From an optimization exercise on the open Yosys and OpenROAD flow, aimed at small area, a short achievable clock period and few clock cycles; shortcuts taken in it are not production practice. Where RTL was checked, it was by simulation tests only, not by an equivalence proof against the original. No activity file was given, so power comes from the tool's default toggle rates.

## run B
## cpu3
module cpu3 #(parameter WORD_W = 8, OP_W = 3)
             (input logic clock, n_reset,
              input logic [WORD_W-1:0] switches,
              input logic [WORD_W-1:0] Idata,
              output logic [WORD_W-OP_W-1:0] Iaddress,
              output logic [6:0] disp0, disp1);
Settings: LEC_CHECK=0, ABC_AREA=1, CAP_MARGIN=20, CORE_MARGIN=2, CORE_UTILIZATION=60, PLACE_DENSITY=0.7, SETUP_SLACK_MARGIN=3.0, SLEW_MARGIN=20; clock period 6.0 ns.
run.sh (not shown) runs the stock make flow with config.mk's settings and CLKGATE_MAP_FILE= SYNTH_SCRIPT=/design/flow/synth_recipe.tcl, a recipe that flattens the netlist after the stock synthesis.
Per the final summary, run B finished and its layout is clean on timing, DRC and antenna.
The following lists how run Y was set up differently from run B:
# run B
export LEC_CHECK = 0
export ABC_AREA = 1
export CAP_MARGIN = 20
export CORE_MARGIN = 2
export CORE_UTILIZATION = 60
export PLACE_DENSITY = 0.7
export SETUP_SLACK_MARGIN = 3.0
export SLEW_MARGIN = 20
create_clock -name core_clock -period 6.0 [get_ports {clock}]
# run Y
export LEC_CHECK = 0
export ABC_CLOCK_PERIOD_IN_PS = 2500
export CAP_MARGIN = 20
export CORE_MARGIN = 2
export CORE_UTILIZATION = 40
export PLACE_DENSITY = 0.6
export SETUP_SLACK_MARGIN = 3.0
export SLEW_MARGIN = 20
create_clock -name core_clock -period 6.0 [get_ports {clock}]
## What came out
Run Y against run B; routed length per instance is up by more than a quarter. Instance area at placement in run Y is about 10% above run B. Going from run B to run Y, simple-gate share of the synthesized area now smaller; worst-case setup slack after placement fell by 0.55 ns; register-to-register slack now smaller. Run Y ended up with a higher area after synthesis than run B did. Compared to run B, run Y reaches a lower achievable clock. On relative contribution of the clock network to total power, the higher figure sits with run B, not run Y. Run Y ended with less net count after synthesis than run B. In run Y, the routed via count divided by cell count came out about 10% above the value in run B. Between run Y and run B, it is run Y whose clock-buffer cell count is lower, by 8.
No functional check of the RTL was part of any run of this note.


== build 7 ==
Another version of the RTL of cpu3 (not shown whole).
Size in the first run: roughly 1400 cells after synthesis, roughly 37 I/O pins, about 12000 um2 of cells after synthesis.
==> flow/design.v (excerpt) <==
module cpu3 #(parameter WORD_W = 8, OP_W = 3)
             (input logic clock, n_reset,
              input logic [WORD_W-1:0] switches,
              input logic [WORD_W-1:0] Idata,
              output logic [WORD_W-OP_W-1:0] Iaddress,
              output logic [6:0] disp0, disp1);
localparam A_W = WORD_W - OP_W;
logic do_load, do_loadr, do_store, do_add, do_sub, do_xor, do_loadi;
logic [A_W-1:0]    Daddress;
logic [WORD_W-1:0] Mreg;
logic [WORD_W-1:0] A, A_next, Mdata, Ndata, digits, sum, b, x, k;
logic [WORD_W:0]   g0, p0, g1, p1, g2, p2, g3;
logic [OP_W-1:0]   fop;
logic [A_W-1:0]    fadr;
logic              z_next, taken, keep, fwd, stall;
dmem #(.WORD_W(WORD_W), .OP_W(OP_W)) dmem0
  (.Mdata(Mdata), .Ndata(Ndata), .digits(digits), .Wdata(A), .switches(switches),
   .Raddress(fadr), .Naddress(A[A_W-1:0]), .Waddress(Daddress), .WE(do_store),
   .clock(clock));
assign b = Mreg ^ {WORD_W{do_sub}};
assign g0 = {A & b, do_sub};
assign p0 = {A | b, 1'b0};
assign g1 = {g0[WORD_W:1] | (p0[WORD_W:1] & g0[WORD_W-1:0]), g0[0]};
assign p1 = {p0[WORD_W:1] & p0[WORD_W-1:0], p0[0]};
assign g2 = {g1[WORD_W:2] | (p1[WORD_W:2] & g1[WORD_W-2:0]), g1[1:0]};
assign p2 = {p1[WORD_W:2] & p1[WORD_W-2:0], p1[1:0]};
assign g3 = {g2[WORD_W:4] | (p2[WORD_W:4] & g2[WORD_W-4:0]), g2[3:0]};
assign sum = x ^ g3[WORD_W-1:0];
assign keep = !(do_load || do_loadr || do_add || do_sub || do_xor || do_loadi);
assign A_next = ({WORD_W{do_load}} & Mreg)
              | ({WORD_W{do_loadr}} & Ndata)
              | ({WORD_W{do_add || do_sub}} & sum)
              | ({WORD_W{do_xor}} & x)
              | ({WORD_W{do_loadi}} & {{OP_W{1'b0}}, Daddress})
              | ({WORD_W{keep}} & A);
assign x = A ^ b;
assign k = {A[WORD_W-2:0] | b[WORD_W-2:0], do_sub};
always_comb
  if (do_add || do_sub)
    z_next = (x == k);
  else if (do_xor)
    z_next = (x == 0);
  else if (do_load)
    z_next = (Mreg == 0);
  else if (do_loadi)
    z_next = (Daddress == 0);
  else
    z_next = (A == 0);
  ...
make LEC_CHECK=0 ABC_AREA=1 CAP_MARGIN=20 CORE_MARGIN=2 CORE_UTILIZATION=60 CTS_BUF_LIST=sky130_fd_sc_hd__clkbuf_8 CTS_CLUSTER_DIAMETER=50 CTS_CLUSTER_SIZE=16 PLACE_DENSITY=0.7 SETUP_SLACK_MARGIN=3.7 SLEW_MARGIN=20 finish   # period 6.0 ns
Every stage of the flow completed for build 7, and the final layout passed the timing, design-rule and antenna checks.
Testbench counts of build 7, summed over its fixed seeds: cycles 80,948.
The inputs of build 50 differ from those of build 7 as listed below.
==> flow/flow/run.sh (new file) <==
#!/bin/bash
# Layout flow: the standard flow (standard.sh, unchanged synthesis and
# steps), except that the ports are buffered with sky130_fd_sc_hd__buf_4
# cells instead of the delay buffer that buffer_ports picks on its own.
# The make output goes to standard.log; ORFS keeps each step's log under
# orfs/logs/.
set -euo pipefail
export BUFFER_PORTS_ARGS="-buffer_cell sky130_fd_sc_hd__buf_4"
bash standard.sh > standard.log 2>&1
==> flow/standard.sh (new file) <==
#!/bin/bash
# synth_recipe.tcl (not shown) runs the flow's synth.tcl, then flattens the netlist and writes it again
# the make line also repeats each setting of config.mk as NAME=value (left out here)
make -C /OpenROAD-flow-scripts/flow DESIGN_CONFIG=/design/flow/config.mk WORK_HOME=/design/flow/orfs CLKGATE_MAP_FILE= SYNTH_SCRIPT=/design/flow/synth_recipe.tcl "${@:-finish}"
removed: flow/run.sh
==> comparison <==
- Build 50 vs. build 7: worst stage delay on the critical path shrank by 0.09 ns; total chip power lost 51 uW; number of non-clock buffers in the layout rose 22; final critical-path share of the clock period climbed 1.4 points.
- Buffering stage count on the worst path with inverters included: build 50 vs build 7 up 2
- When build 50 is set beside build 7, its part of the total power dissipated in combinational logic turns out to be 2.0 points larger.
- There was hardly any difference in switching fraction of total power between build 7 and build 50.
- Build 50 vs build 7, fmax went down by about 3.3%.
- Between build 7 and build 50, the difference in sequential cell area is negligible.


run a:
cpu3, a different RTL version from the one above (not shown whole).
For scale: ~240 flip-flops, roughly 37 I/O pins, ~12000 µm² of cells after synthesis.
==> flow/config.mk <==
export PLATFORM = sky130hd
export DESIGN_NAME = cpu3
export DESIGN_NICKNAME = cpu3
export VERILOG_FILES = /design/flow/design.v
export SDC_FILE = /design/flow/constraint.sdc
export NUM_CORES = 4
export LEC_CHECK = 0
export ABC_AREA = 1
export CAP_MARGIN = 20
export CORE_MARGIN = 2
export CORE_UTILIZATION = 60
export CTS_BUF_LIST = sky130_fd_sc_hd__clkbuf_8
export CTS_CLUSTER_DIAMETER = 50
export CTS_CLUSTER_SIZE = 16
export PLACE_DENSITY = 0.7
export SETUP_SLACK_MARGIN = 3.8
export SLEW_MARGIN = 20
==> flow/constraint.sdc <==
create_clock -name core_clock -period 6.0 [get_ports {clock}]
set_input_delay 1.2000 -clock core_clock [delete_from_list [all_inputs] [get_ports {clock}]]
set_output_delay 1.2000 -clock core_clock [all_outputs]
set_load 0.01 [all_outputs]
Stock flow here: none of the scripts above is used.
Testbench counts of run a, summed over its fixed seeds: cycles 80,948.
diff inputs: run a => run b
Settings: SETUP_SLACK_MARGIN changed from 3.8 to 3.7.
Notes after the runs:
Taking run a as the reference, in run b pin slew with the least headroom to its limit went down by 0.10 ns; first-iteration detailed-routing DRC count went down by 632; multi-input combinational area share was more or less identical; setup slack went down by 0.056 ns.


R:
cpu3, a different RTL version from the one above (not shown whole).
For scale: about 1400 cells after synthesis, about 240 flip-flops, about 37 I/O pins.
==> flow/design.v (excerpt) <==
module cpu3 #(parameter WORD_W = 8, OP_W = 3)
             (input logic clock, n_reset,
              input logic [WORD_W-1:0] switches,
              input logic [WORD_W-1:0] Idata,
              output logic [WORD_W-OP_W-1:0] Iaddress,
              output logic [6:0] disp0, disp1);
clock: 6.0 ns
lec_check: 0
abc_area: 1
cap_margin: 20
core_margin: 2
core_utilization: 60
cts_buf_list: sky130_fd_sc_hd__clkbuf_8
cts_cluster_diameter: 50
cts_cluster_size: 16
place_density: 0.7
setup_slack_margin: 3.7
slew_margin: 20
R has completed all stages; timing, DRC and antenna checks passed.
Testbench counts of R, summed over its fixed seeds: cycles 80,948.
Input changes introduced in P (baseline for comparison: R):
# R
export LEC_CHECK = 0
export ABC_AREA = 1
export CAP_MARGIN = 20
export CORE_MARGIN = 2
export CORE_UTILIZATION = 60
export CTS_BUF_LIST = sky130_fd_sc_hd__clkbuf_8
export CTS_CLUSTER_DIAMETER = 50
export CTS_CLUSTER_SIZE = 16
export PLACE_DENSITY = 0.7
export SETUP_SLACK_MARGIN = 3.7
export SLEW_MARGIN = 20
create_clock -name core_clock -period 6.0 [get_ports {clock}]
# P
export LEC_CHECK = 0
export ABC_AREA = 1
export CAP_MARGIN = 20
export CORE_MARGIN = 2
export CORE_UTILIZATION = 60
export CTS_BUF_LIST = sky130_fd_sc_hd__clkbuf_8
export CTS_CLUSTER_DIAMETER = 50
export CTS_CLUSTER_SIZE = 16
export PLACE_DENSITY = 0.7
export SETUP_SLACK_MARGIN = 3.8
export SLEW_MARGIN = 20
create_clock -name core_clock -period 6.0 [get_ports {clock}]
==> results.txt <==
Re worst setup margin: P and R aren't equal, and the higher value belongs to P.
On via count, P does worse than R.
Sum of routed wire length over all layers, P and R, higher one = P.

afterwards: timing with drivers on the ports:
How much do the figures lean on ideal ports? The routed layouts below were timed once more, with nothing changed but the port constraints.
Step 1, drivers: a clkbuf_16 drives clock and a buf_2 each remaining input, both assumed.
Step 2, shift: input delay + t, output delay - t, t = (earliest + latest rising clock arrival at the registers) / 2. This alone moves slack from input paths to output paths.
Slacks: no drivers / after step 1 / after step 2; pairs: no drivers / after step 1.
| run | shift t [ns] | setup slack, ns | hold slack, ns | clock arrival spread, ns | worst data-port slew with drivers (ns) |
|---|---|---|---|---|---|
| run B of note 1 | 0.566 | 2.011 / 2.011 / 2.011 | 0.582 / 0.582 / 0.582 | 0.012 / 0.012 | 0.04 |
| run Y of note 1 | 0.582 | 1.299 / 1.299 / 1.299 | 0.532 / 0.532 / 0.532 | 0.039 / 0.040 | 0.05 |
| build 7 | 0.640 | 3.598 / 3.598 / 3.049 | 0.608 / 0.608 / 0.608 | 0.064 / 0.064 | 0.04 |
| build 50 | 0.634 | 3.515 / 3.515 / 2.978 | 0.502 / 0.481 / 0.560 | 0.054 / 0.054 | 0.07 |
| run a of note 3 | 0.650 | 3.608 / 3.561 / 3.042 | 0.557 / 0.562 / 0.582 | 0.039 / 0.040 | 0.16 |
| run b of note 3 | 0.643 | 3.552 / 3.552 / 2.970 | 0.565 / 0.552 / 0.574 | 0.026 / 0.027 | 0.08 |
| R | 0.660 | 3.637 / 3.589 / 3.067 | 0.576 / 0.576 / 0.576 | 0.022 / 0.022 | 0.04 |
| P | 0.639 | 3.657 / 3.610 / 3.172 | 0.613 / 0.613 / 0.613 | 0.036 / 0.037 | 0.07 |
After both steps every run listed still meets setup and hold. For run b of note 3, which loses most, drivers alone change the setup slack by 0.000 ns; drivers and shift together by -0.582 ns.
